What follows belongs to an exercise in optimizing a design on an open flow for small area; a production flow would make more cautious choices.
Function was checked by simulation only, so behaviour that the tests miss may differ from the original.
Power and IR drop assume default switching activity.

==> flow/design.v (excerpt) <==
module top (
    input clk,
    input mode,
    input song,
    input plus,
    input minus,
    input rst,
    input set,
    input refer,
    input player1,
    input player2,
    output reg [8:0] rope,
    output reg [1:0] sel,
    output reg [1:0] ledr,
    output reg [1:0] ledg,
    output [1:0] ledb,
    output [3:0] ledop,
    output [7:0] segdata1,
    output [7:0] segdata0,
    output [7:0] seg,
    output [7:0] sel8,
    output reg ledplayer1,
    output reg ledplayer2,
    output reg buzzer,
    output reg round_indicator_1,
    output reg round_indicator_2
);
clock: 10.0 ns
lec_check: 0
abc_area: 1
abc_clock_period_in_ps: 1000000
cap_margin: 20
core_margin: 2
core_utilization: 40
cts_cluster_diameter: 90
cts_cluster_size: 35
place_density: 0.6
slew_margin: 20
standard.sh (not shown) runs the stock make flow with config.mk's settings and CLKGATE_MAP_FILE= SYNTH_SCRIPT=/design/flow/synth_recipe.tcl, a recipe that flattens the netlist after the stock synthesis.
==> flow/flow/run.sh <==
#!/bin/bash
# The standard layout (the standard.sh, unchanged synthesis) with two CTS
# and placement options: the port buffers are sky130_fd_sc_hd__buf_1 cells,
# and clock tree synthesis inserts no dummy loads. Each tool's output is kept
# in a log file here.
set -euo pipefail
export BUFFER_PORTS_ARGS="-buffer_cell sky130_fd_sc_hd__buf_1"
export CTS_ARGS="-sink_clustering_enable -repair_clock_nets -sink_clustering_size 35 -sink_clustering_max_diameter 90 -dont_use_dummy_load"
bash ./standard.sh > standard.log 2>&1
==> next run, changes <==
==> flow/flow/run.sh (replaced) <==
#!/bin/bash
# The standard layout (the standard.sh, unchanged synthesis) with three
# changes: after synthesis every combinational cell gets the smallest drive
# strength of its function (flow/downsize.tcl; placement's repair step sizes
# up again where needed), the port buffers are sky130_fd_sc_hd__buf_1 cells,
# and clock tree synthesis inserts no dummy loads. Each tool's output is kept
# in a log file here.
set -euo pipefail
export BUFFER_PORTS_ARGS="-buffer_cell sky130_fd_sc_hd__buf_1"
export CTS_ARGS="-sink_clustering_enable -repair_clock_nets -sink_clustering_size 25 -sink_clustering_max_diameter 100 -dont_use_dummy_load"
bash ./standard.sh synth > standard_synth.log 2>&1
DOWNSIZE_DIR="$(pwd)/orfs/results/sky130hd/top/base" openroad -no_init -exit flow/downsize.tcl > downsize.log 2>&1
bash ./standard.sh > standard.log 2>&1
==> flow/flow/downsize.tcl (new file) <==
# Give every combinational cell of the synthesized netlist the smallest drive
# strength of its function (drive _1, else _0). Flip-flops, clock cells and
# the platform's low-power cells are left alone. Placement's repair step
# upsizes or buffers again wherever slew or capacitance needs it.
set results $::env(DOWNSIZE_DIR)
read_db $results/1_synth.odb
set db [ord::get_db]
set block [ord::get_db_block]
set swapped 0
foreach inst [$block getInsts] {
  set m [[$inst getMaster] getName]
  if {![regexp {^sky130_fd_sc_hd__(.+)_([0-9]+)$} $m -> f d]} { continue }
  if {$d <= 1} { continue }
  if {[regexp {^(df|edf|sdf|sedf|dl|clk|conb|tap|fill|decap|diode|lpflow|probe|ebuf|einv)} $f]} { continue }
  foreach s {1 0} {
    set nm [$db findMaster sky130_fd_sc_hd__${f}_$s]
    if {$nm ne "NULL" && $nm ne ""} {
      $inst swapMaster $nm
      incr swapped
      break
    }
  }
}
puts "downsize: swapped $swapped instances"
write_db $results/1_synth.odb
CTS_CLUSTER_DIAMETER = 100   (was 90)
CTS_CLUSTER_SIZE = 25   (was 35)
- The new run completed with no timing, DRC or antenna violations
- sequential cell count stays the same
- via count goes up slightly
- wire length came out higher slightly
- design area went down slightly
- clock power rose by a few percent
- worst hold slack degrades by 0.073 ns
- power goes up slightly
==> next run, changes <==
==> flow/flow/run.sh (replaced) <==
#!/bin/bash
# The standard layout (the standard.sh, unchanged synthesis) with two CTS
# and placement options: the port buffers are sky130_fd_sc_hd__buf_1 cells,
# and clock tree synthesis inserts no dummy loads. Each tool's output is kept
# in a log file here.
set -euo pipefail
export BUFFER_PORTS_ARGS="-buffer_cell sky130_fd_sc_hd__buf_1"
export CTS_ARGS="-sink_clustering_enable -repair_clock_nets -sink_clustering_size 25 -sink_clustering_max_diameter 100 -dont_use_dummy_load"
bash ./standard.sh > standard.log 2>&1
removed: flow/flow/downsize.tcl
Result:
- die area is higher slightly
- power stays flat
- final area is higher slightly
- clock power is higher slightly
- clock skew is lower by 0.026 ns
- register-to-register slack improved by 0.62 ns
- setup slack improved by 0.0055 ns
- final cell count is higher slightly
- routed wire length is lower slightly
- non-clock buffer count is unchanged
- area after synthesis is higher slightly
==> next run, changes <==
==> flow/flow/run.sh (replaced) <==
#!/bin/bash
# The standard layout (the standard.sh, unchanged synthesis) with three
# changes: after synthesis every combinational cell gets the smallest drive
# strength of its function (flow/downsize.tcl; placement's repair step sizes
# up again where needed), the port buffers are sky130_fd_sc_hd__buf_1 cells,
# and clock tree synthesis inserts no dummy loads. Each tool's output is kept
# in a log file here.
set -euo pipefail
export BUFFER_PORTS_ARGS="-buffer_cell sky130_fd_sc_hd__buf_1"
export CTS_ARGS="-sink_clustering_enable -repair_clock_nets -sink_clustering_size 20 -sink_clustering_max_diameter 70 -dont_use_dummy_load -sink_clustering_buffer sky130_fd_sc_hd__clkbuf_8"
bash ./standard.sh synth > standard_synth.log 2>&1
DOWNSIZE_DIR="$(pwd)/orfs/results/sky130hd/top/base" openroad -no_init -exit flow/downsize.tcl > downsize.log 2>&1
bash ./standard.sh > standard.log 2>&1
==> flow/flow/downsize.tcl (new file) <==
# Give every combinational cell of the synthesized netlist the smallest drive
# strength of its function (drive _1, else _0). Flip-flops, clock cells and
# the platform's low-power cells are left alone. Placement's repair step
# upsizes or buffers again wherever slew or capacitance needs it.
set results $::env(DOWNSIZE_DIR)
read_db $results/1_synth.odb
set db [ord::get_db]
set block [ord::get_db_block]
set swapped 0
foreach inst [$block getInsts] {
  set m [[$inst getMaster] getName]
  if {![regexp {^sky130_fd_sc_hd__(.+)_([0-9]+)$} $m -> f d]} { continue }
  if {$d <= 1} { continue }
  if {[regexp {^(df|edf|sdf|sedf|dl|clk|conb|tap|fill|decap|diode|lpflow|probe|ebuf|einv)} $f]} { continue }
  foreach s {1 0} {
    set nm [$db findMaster sky130_fd_sc_hd__${f}_$s]
    if {$nm ne "NULL" && $nm ne ""} {
      $inst swapMaster $nm
      incr swapped
      break
    }
  }
}
puts "downsize: swapped $swapped instances"
write_db $results/1_synth.odb
Outcome: Clock power decreases by a little under a tenth; area after synthesis decreases slightly; die area drops slightly; utilization climbs by 0.26 points; register-to-register slack got worse by 0.60 ns; design area came out lower slightly; worst hold slack is worse by 0.013 ns; fmax hardly moves.
==> next run, changes <==
==> flow/flow/run.sh (replaced) <==
#!/bin/bash
# The standard layout (the standard.sh, unchanged synthesis) with two CTS
# and placement options: the port buffers are sky130_fd_sc_hd__buf_1 cells,
# and clock tree synthesis inserts no dummy loads. Each tool's output is kept
# in a log file here.
set -euo pipefail
export BUFFER_PORTS_ARGS="-buffer_cell sky130_fd_sc_hd__buf_1"
export CTS_ARGS="-sink_clustering_enable -repair_clock_nets -sink_clustering_size 30 -sink_clustering_max_diameter 100 -dont_use_dummy_load"
bash ./standard.sh > standard.log 2>&1
CTS_CLUSTER_SIZE = 30   (was 25)
removed: flow/flow/downsize.tcl
After rerunning: Clock power is higher by 3.3%. Fmax is about the same. Final cell count is higher by about 1.3%.
==> next run, changes <==
==> flow/flow/run.sh (replaced) <==
#!/bin/bash
# The standard layout (the standard.sh, unchanged synthesis) with three
# changes: after synthesis every combinational cell gets the smallest drive
# strength of its function (flow/downsize.tcl; placement's repair step sizes
# up again where needed), the port buffers are sky130_fd_sc_hd__buf_1 cells,
# and clock tree synthesis inserts no dummy loads. Each tool's output is kept
# in a log file here.
set -euo pipefail
export BUFFER_PORTS_ARGS="-buffer_cell sky130_fd_sc_hd__buf_1"
export CTS_ARGS="-sink_clustering_enable -repair_clock_nets -sink_clustering_size 16 -sink_clustering_max_diameter 80 -dont_use_dummy_load -sink_clustering_buffer sky130_fd_sc_hd__clkbuf_8"
bash ./standard.sh synth > standard_synth.log 2>&1
DOWNSIZE_DIR="$(pwd)/orfs/results/sky130hd/top/base" openroad -no_init -exit flow/downsize.tcl > downsize.log 2>&1
bash ./standard.sh > standard.log 2>&1
==> flow/flow/downsize.tcl (new file) <==
# Give every combinational cell of the synthesized netlist the smallest drive
# strength of its function (drive _1, else _0). Flip-flops, clock cells and
# the platform's low-power cells are left alone. Placement's repair step
# upsizes or buffers again wherever slew or capacitance needs it.
set results $::env(DOWNSIZE_DIR)
read_db $results/1_synth.odb
set db [ord::get_db]
set block [ord::get_db_block]
set swapped 0
foreach inst [$block getInsts] {
  set m [[$inst getMaster] getName]
  if {![regexp {^sky130_fd_sc_hd__(.+)_([0-9]+)$} $m -> f d]} { continue }
  if {$d <= 1} { continue }
  if {[regexp {^(df|edf|sdf|sedf|dl|clk|conb|tap|fill|decap|diode|lpflow|probe|ebuf|einv)} $f]} { continue }
  foreach s {1 0} {
    set nm [$db findMaster sky130_fd_sc_hd__${f}_$s]
    if {$nm ne "NULL" && $nm ne ""} {
      $inst swapMaster $nm
      incr swapped
      break
    }
  }
}
puts "downsize: swapped $swapped instances"
write_db $results/1_synth.odb
CTS_CLUSTER_SIZE = 25   (was 30)
The new run went through all stages and came out clean.
Area after synthesis decreases by 1.3%.
Power is lower by 1.4%.
Routed wire length climbs by 1.9%.

-- port drivers added, routing unchanged --
No port has a modelled driver above. Below, the same layouts with a new extraction and two added sets of constraints. Step 1 (the two cells are an assumption about what drives the block):
set clk [get_ports {clk}]
set_driving_cell -lib_cell sky130_fd_sc_hd__clkbuf_16 $clk
set_driving_cell -lib_cell sky130_fd_sc_hd__buf_2 [delete_from_list [all_inputs] $clk]
Step 2 adds t to the input delays and takes it off the output delays; t is the mean of the earliest and latest rising clock arrival at the registers after step 1. Input paths then give back, and output paths get back, about the clock's delay inside the block. a / b / c = no drivers / after step 1 / after step 2; a / b = the first two.
| run | t (ns) | setup slack, ns | worst slew at a driven data input, ns |
|---|---|---|---|
| the first run | 0.560 | 5.894 / 5.843 / 6.404 | 0.05 |
| the second run | 0.551 | 5.892 / 5.892 / 5.892 | 0.05 |
| the third run | 0.559 | 5.898 / 5.846 / 6.405 | 0.05 |
| the fourth run | 0.558 | 5.906 / 5.906 / 5.906 | 0.05 |
| the fifth run | 0.557 | 5.907 / 5.857 / 6.414 | 0.05 |
| the sixth run | 0.558 | 5.901 / 5.901 / 5.901 | 0.05 |
After both steps every run listed still meets setup and hold.
